From an optimization exercise on the open Yosys and OpenROAD flow, aimed at small area, a short achievable clock period and few clock cycles per item; shortcuts taken in it are not production practice.
At most, simulation tests tie the RTL to the original design; equivalence was not proved.

==> inputs of trial 13 <==
Design cordic_rot_top, start of the top module:
module cordic_rot_top (
    input logic clk,
    input logic rst_n,
    input logic in_valid,
    output logic in_ready,
    input logic signed [15:0] x_start,
    input logic signed [15:0] y_start,
    input logic signed [31:0] angle,
    output logic out_valid,
    input logic out_ready,
    output logic signed [15:0] cosine,
    output logic signed [15:0] sine
);
clock: 8.5 ns
lec_check: 0
abc_clock_period_in_ps: 3000
cap_margin: 20
core_margin: 2
core_utilization: 40
setup_slack_margin: 5
slew_margin: 20
run.sh (not shown) runs the stock make flow with config.mk's settings and CLKGATE_MAP_FILE= SYNTH_SCRIPT=/design/flow/synth_recipe.tcl, a recipe that flattens the netlist after the stock synthesis.
==> inputs of trial 58, as changes to trial 13 <==
--- a/flow/design.v
+++ b/flow/design.v
@@ -24,29 +24,56 @@
           12: atan_lut = 32'sh0002_9F32;
           13: atan_lut = 32'sh0001_4F99;
           14: atan_lut = 32'sh0000_A7CC;
           15: atan_lut = 32'sh0000_53E6;
           default: atan_lut = 32'sd0;
         endcase
     endfunction
 endpackage
-module cordic_preproc (
+module cordic_preproc0 (
     input  logic signed [15:0] x_in,
     input  logic signed [15:0] y_in,
     input  logic [1:0]         q,
     output logic signed [17:0] x0,
     output logic signed [17:0] y0
 );
     logic signed [17:0] xe, ye;
     assign xe = 18'(x_in);
     assign ye = 18'(y_in);
     assign x0 = (q == 2'b01) ? -ye : (q == 2'b10) ? ye : xe;
     assign y0 = (q == 2'b01) ? xe : (q == 2'b10) ? -xe : ye;
 endmodule
+module cordic_preproc (
+    input  logic signed [15:0] x_in,
+    input  logic signed [15:0] y_in,
+    input  logic [1:0]         q,
+    output logic signed [17:0] x1,
+    output logic signed [17:0] y1
+);
+    logic signed [17:0] xe, ye, nxe;
+    logic swap;                  
+    assign xe = 18'(x_in);
+    assign ye = 18'(y_in);
+    assign nxe = -xe;
+    assign swap = q[1] ^ q[0];
+    logic [17:0] ax, bx, ay, by;
+    logic cx, cy;
+    assign ax = swap ? nxe : xe;
+    assign bx = q[1] ? ye : ~ye;
+    assign cx = ~q[1];
+    assign ay = q[1] ? nxe : xe;
+    assign by = swap ? ~ye : ye;
+    assign cy = swap;
+    logic [18:0] sx, sy;
+    assign sx = {ax, 1'b1} + {bx, cx};
+    assign sy = {ay, 1'b1} + {by, cy};
+    assign x1 = sx[18:1];
+    assign y1 = sy[18:1];
+endmodule
 module cordic_rotator (
     input  logic        clk,
     input  logic        rst_n,
     input  logic        ir,
     input  logic        ce,
     input  logic        in_valid,
     input  logic [15:0] x_start,
     input  logic [15:0] y_start,
@@ -60,17 +87,17 @@
         else if (ir) v[0] <= in_valid;
     end
     always_ff @(posedge clk or negedge rst_n) begin
         if (!rst_n) v[17:1] <= '0;
         else if (ce) v[17:1] <= v[16:0];
     end
     assign pv = v[17];
     logic signed [17:0] x_0, y_0;
-    cordic_preproc u_pre (.x_in(x_start), .y_in(y_start), .q(angle[31:30]), .x0(x_0), .y0(y_0));
+    cordic_preproc0 u_pre (.x_in(x_start), .y_in(y_start), .q(angle[31:30]), .x0(x_0), .y0(y_0));
     logic [29:0] z_1;
     assign z_1 = {~angle[29], angle[28:0]};
     logic d_0, d_1;
     assign d_0 = angle[31];
     assign d_1 = ~angle[29];
     logic [0:0] d_0_r;
     always_ff @(posedge clk) if (ir) d_0_r <= d_0;
     logic [16:0] x_0_r_q;
Settings changed: CORE_UTILIZATION 40 to 60.
==> run summary <==
* Status: no timing/DRC/antenna violations
* Grt met1 use at 0.2016
* Worst Path Arrival at 4.02 ns
* GRT met3 Usage at 0.02320
* Cts repair resizes at 66
* Routed Wire Length at 180200 µm
* Die width at 462.8 µm
# the run above: trial 13

==> run summary <==
* Worst Path Arrival at 3.99 ns
* Die width at 378.6 µm
* Grt met1 use at 0.3367
* Status: no timing/DRC/antenna violations
# the run above: trial 58

Testbench counts of trial 13, summed over its fixed seeds: cycles 16,152, items 16,000.
Testbench counts of trial 58, summed over its fixed seeds: cycles 16,152, items 16,000.

========
==> build 3: inputs <==
cordic_rot_top, a different RTL version from the one above (not shown whole).
Design cordic_rot_top, start of the top module:
module cordic_rot_top (
    input logic clk,
    input logic rst_n,
    input logic in_valid,
    output logic in_ready,
    input logic signed [15:0] x_start,
    input logic signed [15:0] y_start,
    input logic signed [31:0] angle,
    output logic out_valid,
    input logic out_ready,
    output logic signed [15:0] cosine,
    output logic signed [15:0] sine
);
export LEC_CHECK = 0
export ABC_CLOCK_PERIOD_IN_PS = 3000
export CAP_MARGIN = 20
export CORE_MARGIN = 2
export CORE_UTILIZATION = 40
export CTS_CLUSTER_DIAMETER = 100
export CTS_CLUSTER_SIZE = 24
export SETUP_SLACK_MARGIN = 5
export SLEW_MARGIN = 20
create_clock -name core_clock -period 8.5 [get_ports {clk}]
==> trial 78: changes against build 3 <==
--- a/flow/design.v
+++ b/flow/design.v
@@ -87,60 +87,36 @@
         else if (ir) v[0] <= in_valid;
     end
     always_ff @(posedge clk or negedge rst_n) begin
         if (!rst_n) v[16:1] <= '0;
         else if (ce) v[16:1] <= v[15:0];
     end
     assign pv = v[16];
+    logic signed [17:0] x_1, y_1;
+    cordic_preproc u_pre (.x_in(x_start), .y_in(y_start), .q(angle[31:30]), .x1(x_1), .y1(y_1));
     logic [29:0] z_1;
     assign z_1 = {~angle[29], angle[28:0]};
     logic d_0, d_1;
     assign d_0 = angle[31];
     assign d_1 = ~angle[29];
-    logic ns_in, nt_in;
-    assign ns_in = angle[31] ^ angle[30];
-    assign nt_in = angle[31];
-    logic signed [17:0] s_in, t_in;
-    logic [17:0] sx_e, sy_e, s_a, s_b;
-    assign sx_e = 18'($signed(x_start));
-    assign sy_e = 18'($signed(y_start));
-    assign s_a = sx_e + sy_e;
-    assign s_b = ~(sx_e ^ sy_e) + {sx_e[16:0] | sy_e[16:0], 1'b0};
-    assign s_in = ns_in ? s_b : s_a;
-    logic [17:0] t_w;
-    assign t_w = {17'($signed(x_start)), 1'b1} + {~(17'($signed(y_start))), ~nt_in};
-    assign t_in = 18'($signed(t_w[17:1]));
-    logic [1:0] q_in;
-    assign q_in = angle[31:30];
-    logic [1:0] q_in_r;
-    always_ff @(posedge clk) if (ir) q_in_r <= q_in;
-    logic signed [17:0] s_in_r;
-    always_ff @(posedge clk) if (ir) s_in_r <= s_in;
-    logic signed [17:0] t_in_r;
-    always_ff @(posedge clk) if (ir) t_in_r <= t_in;
+    logic signed [17:0] x_1_r;
+    always_ff @(posedge clk) if (ir) x_1_r <= x_1;
+    logic signed [17:0] y_1_r;
+    always_ff @(posedge clk) if (ir) y_1_r <= y_1;
     logic [29:0] z_1_r;
     always_ff @(posedge clk) if (ir) z_1_r <= z_1;
     logic d_1_s0;
     assign d_1_s0 = z_1_r[29];
-    logic signed [17:0] x_1, y_1;
-    always_comb begin
-        case (q_in_r)
-            2'b00: begin x_1 = t_in_r; y_1 = s_in_r; end
-            2'b11: begin x_1 = s_in_r; y_1 = ~t_in_r; end
-            2'b01: begin x_1 = ~s_in_r; y_1 = t_in_r; end
-            default: begin x_1 = ~t_in_r; y_1 = ~s_in_r; end
-        endcase
-    end
     logic signed [17:0] x_2, y_2;
-    logic signed [17:0] x_1_sh, y_1_sh;
-    assign x_1_sh = x_1 >>> 1;
-    assign y_1_sh = y_1 >>> 1;
+    logic signed [17:0] x_1_r_sh, y_1_r_sh;
+    assign x_1_r_sh = x_1_r >>> 1;
+    assign y_1_r_sh = y_1_r >>> 1;
     logic [18:0] x_2_w, y_2_w;
-    assign x_2_w = {x_1, 1'b1} + {(d_1_s0 ? y_1_sh : ~y_1_sh), ~d_1_s0};
-    assign y_2_w = {y_1, 1'b1} + {(d_1_s0 ? ~x_1_sh : x_1_sh), d_1_s0};
+    assign x_2_w = {x_1_r, 1'b1} + {(d_1_s0 ? y_1_r_sh : ~y_1_r_sh), ~d_1_s0};
+    assign y_2_w = {y_1_r, 1'b1} + {(d_1_s0 ? ~x_1_r_sh : x_1_r_sh), d_1_s0};
     assign x_2 = x_2_w[18:1];
     assign y_2 = y_2_w[18:1];
     logic [29:0] z_2;
     assign z_2 = z_1_r[29:0] + (d_1_s0 ? 30'h12E4051D : 30'h2D1BFAE3);
     logic d_2;
     assign d_2 = z_2[29];
     logic signed [17:0] x_2_r;
@@ -442,17 +418,16 @@
     assign c_t[1] = c_e << 12;
     assign c_t[2] = (~c_e) << 9;
     assign c_t[3] = (~c_e) << 6;
     assign c_t[4] = (~c_e) << 3;
     assign c_t[5] = c_e << 1;
     logic [17:0] c_lo;
     assign c_lo = 18'(c_t[0][14:0]) + 18'(c_t[1][14:0]) + 18'(c_t[2][14:0]) + 18'(c_t[3][14:0]) + 18'(c_t[4][14:0]) + 18'(c_t[5][14:0]) + 18'd584;
-    logic [15:0] c_ha;
+    logic [15:0] c_ha, c_hb;
     assign c_ha = c_t[0][30:15] + c_t[1][30:15] + c_t[2][30:15];
-    logic [15:0] c_hb;
     assign c_hb = c_t[3][30:15] + c_t[4][30:15] + c_t[5][30:15];
     logic [2:0] c_cr;
     logic [15:0] c_har, c_hbr;
     always_ff @(posedge clk) if (ce) begin c_cr <= c_lo[17:15]; c_har <= c_ha; c_hbr <= c_hb; end
     logic [15:0] c_o;
     assign c_o = c_har + c_hbr + 16'(c_cr);
     logic [30:0] s_e;
@@ -462,17 +437,16 @@
     assign s_t[1] = s_e << 12;
     assign s_t[2] = (~s_e) << 9;
     assign s_t[3] = (~s_e) << 6;
     assign s_t[4] = (~s_e) << 3;
     assign s_t[5] = s_e << 1;
     logic [17:0] s_lo;
     assign s_lo = 18'(s_t[0][14:0]) + 18'(s_t[1][14:0]) + 18'(s_t[2][14:0]) + 18'(s_t[3][14:0]) + 18'(s_t[4][14:0]) + 18'(s_t[5][14:0]) + 18'd584;
-    logic [15:0] s_ha;
+    logic [15:0] s_ha, s_hb;
     assign s_ha = s_t[0][30:15] + s_t[1][30:15] + s_t[2][30:15];
-    logic [15:0] s_hb;
     assign s_hb = s_t[3][30:15] + s_t[4][30:15] + s_t[5][30:15];
     logic [2:0] s_cr;
     logic [15:0] s_har, s_hbr;
     always_ff @(posedge clk) if (ce) begin s_cr <= s_lo[17:15]; s_har <= s_ha; s_hbr <= s_hb; end
     logic [15:0] s_o;
     assign s_o = s_har + s_hbr + 16'(s_cr);
     assign res = {c_o, s_o};
--- a/flow/config.mk
+++ b/flow/config.mk
@@ -5,11 +5,9 @@
 export SDC_FILE = /design/flow/constraint.sdc
 export NUM_CORES = 4
 export LEC_CHECK = 0
 export ABC_CLOCK_PERIOD_IN_PS = 3000
 export CAP_MARGIN = 20
 export CORE_MARGIN = 2
 export CORE_UTILIZATION = 40
-export CTS_CLUSTER_DIAMETER = 100
-export CTS_CLUSTER_SIZE = 24
 export SETUP_SLACK_MARGIN = 5
 export SLEW_MARGIN = 20
==> trial 10: changes against build 3 <==
--- a/flow/config.mk
+++ b/flow/config.mk
@@ -7,9 +7,9 @@
 export LEC_CHECK = 0
 export ABC_CLOCK_PERIOD_IN_PS = 3000
 export CAP_MARGIN = 20
 export CORE_MARGIN = 2
 export CORE_UTILIZATION = 40
 export CTS_CLUSTER_DIAMETER = 100
 export CTS_CLUSTER_SIZE = 24
-export SETUP_SLACK_MARGIN = 5
+export SETUP_SLACK_MARGIN = 4.6
 export SLEW_MARGIN = 20
==> trial 37: changes against build 3 <==
--- a/flow/config.mk
+++ b/flow/config.mk
@@ -7,9 +7,10 @@
 export LEC_CHECK = 0
 export ABC_CLOCK_PERIOD_IN_PS = 3000
 export CAP_MARGIN = 20
 export CORE_MARGIN = 2
 export CORE_UTILIZATION = 40
 export CTS_CLUSTER_DIAMETER = 100
 export CTS_CLUSTER_SIZE = 24
+export PLACE_DENSITY = 0.8
 export SETUP_SLACK_MARGIN = 5
 export SLEW_MARGIN = 20
==> run summary <==
|  | trial 37 | trial 10 | build 3 | trial 78 |
|---|---|---|---|---|
| Outcome | no timing/DRC/antenna violations | no timing/DRC/antenna violations | no timing/DRC/antenna violations | no timing/DRC/antenna violations |
| Share of final-layout standard cells stronger than drive strength 1 | 8.70% | 5.06% | 9.12% | 10.7% |
| Fraction of cell area in non-clock buffers | 3.24% | 2.00% | 3.43% | 3.78% |
| Multi-input combinational cell area | 48200 um^2 | 47000 um^2 | 48100 um^2 | 47500 um^2 |
| Layout net count | 9076 | 8966 | 9099 | 8984 |
| Crit Reg-Reg Endpoint | u_rot.s_cr[2]$_DFFE_PP_ | u_rot.z_8_r[22]$_DFFE_PP_ | u_rot.c_cr[1]$_DFFE_PP_ | u_rot.s_har[5]$_DFFE_PP_ |
| Maximum number of pins on one net before global-route repair | 208 | 195 | 191 | 186 |
| Global routing usage summed across all routing layers | 14.9% | 15.7% | 15.8% | 16.4% |
| Top-area cell type share of the netlist area | 38.8% | 38.8% | 38.8% | 39.5% |
| Design Area, Final | 90300 um^2 | 88700 um^2 | 90900 um^2 | 92100 um^2 |
| Post-Syn Instances | 7620 | 7620 | 7620 | 7414 |
| Max FO, Critical Path | 3 | 5 | 2 | 3 |
| Utilization of the core after routing | 44.7% | 43.9% | 45.0% | 46.6% |
| Routed via count | 57200 | 55000 | 55900 | 56000 |
| Net count after synthesis | 8811 | 8811 | 8811 | 8574 |
| Skew final | 0.0379 ns | 0.0500 ns | 0.0401 ns | 0.0275 ns |
| Uppermost layer routed | met4 | met5 | met4 | met4 |
| Routed met2 length | 89000 um | 84400 um | 86300 um | 89200 um |
| Minimum hold slack | 0.421 ns | 0.425 ns | 0.425 ns | 0.428 ns |
| Pre-CTS WS | 3.39 ns | 3.38 ns | 3.46 ns | 2.39 ns |
| Vias per cell | 5.40 | 5.24 | 5.26 | 5.30 |
| Multi-input logic portion of the cell area | 53.4% | 53.0% | 52.9% | 51.6% |
No run of this note included a check of the RTL's function; only the layout flow was run.

## re-timing with driven ports
Ports are ideal in the flow. The routed layouts listed here were re-timed in OpenROAD.
Step 1 sets driving cells, clkbuf_16 on the clock port and buf_2 on the other inputs (assumed; they add their load-dependent delay and slew).
Step 2 also shifts input and output timing later by t, the mid clock arrival at the registers, as if the neighbouring blocks saw the same clock.
Three values: ideal, step 1, step 2; two values: the first two.
run | t, ns | setup WS [ns] | worst setup path at the end | worst register clock-pin slew, ns
trial 13 | 0.859 | 4.990 / 4.990 / 4.314 | input to register | 0.06 / 0.06
trial 58 | 0.837 | 4.999 / 4.996 / 4.216 | input to register | 0.07 / 0.07
build 3 | 0.818 | 4.936 / 4.936 / 4.163 | input to register | 0.10 / 0.10
trial 78 | 0.857 | 3.955 / 4.011 / 3.155 | input to register | 0.06 / 0.06
trial 10 | 0.780 | 4.626 / 4.581 / 3.801 | input to register | 0.10 / 0.10
trial 37 | 0.770 | 4.870 / 4.894 / 4.124 | input to register | 0.11 / 0.11
After both steps every run listed still meets setup and hold. For trial 10, which loses most, drivers alone change the setup slack by -0.045 ns; drivers and shift together by -0.825 ns.
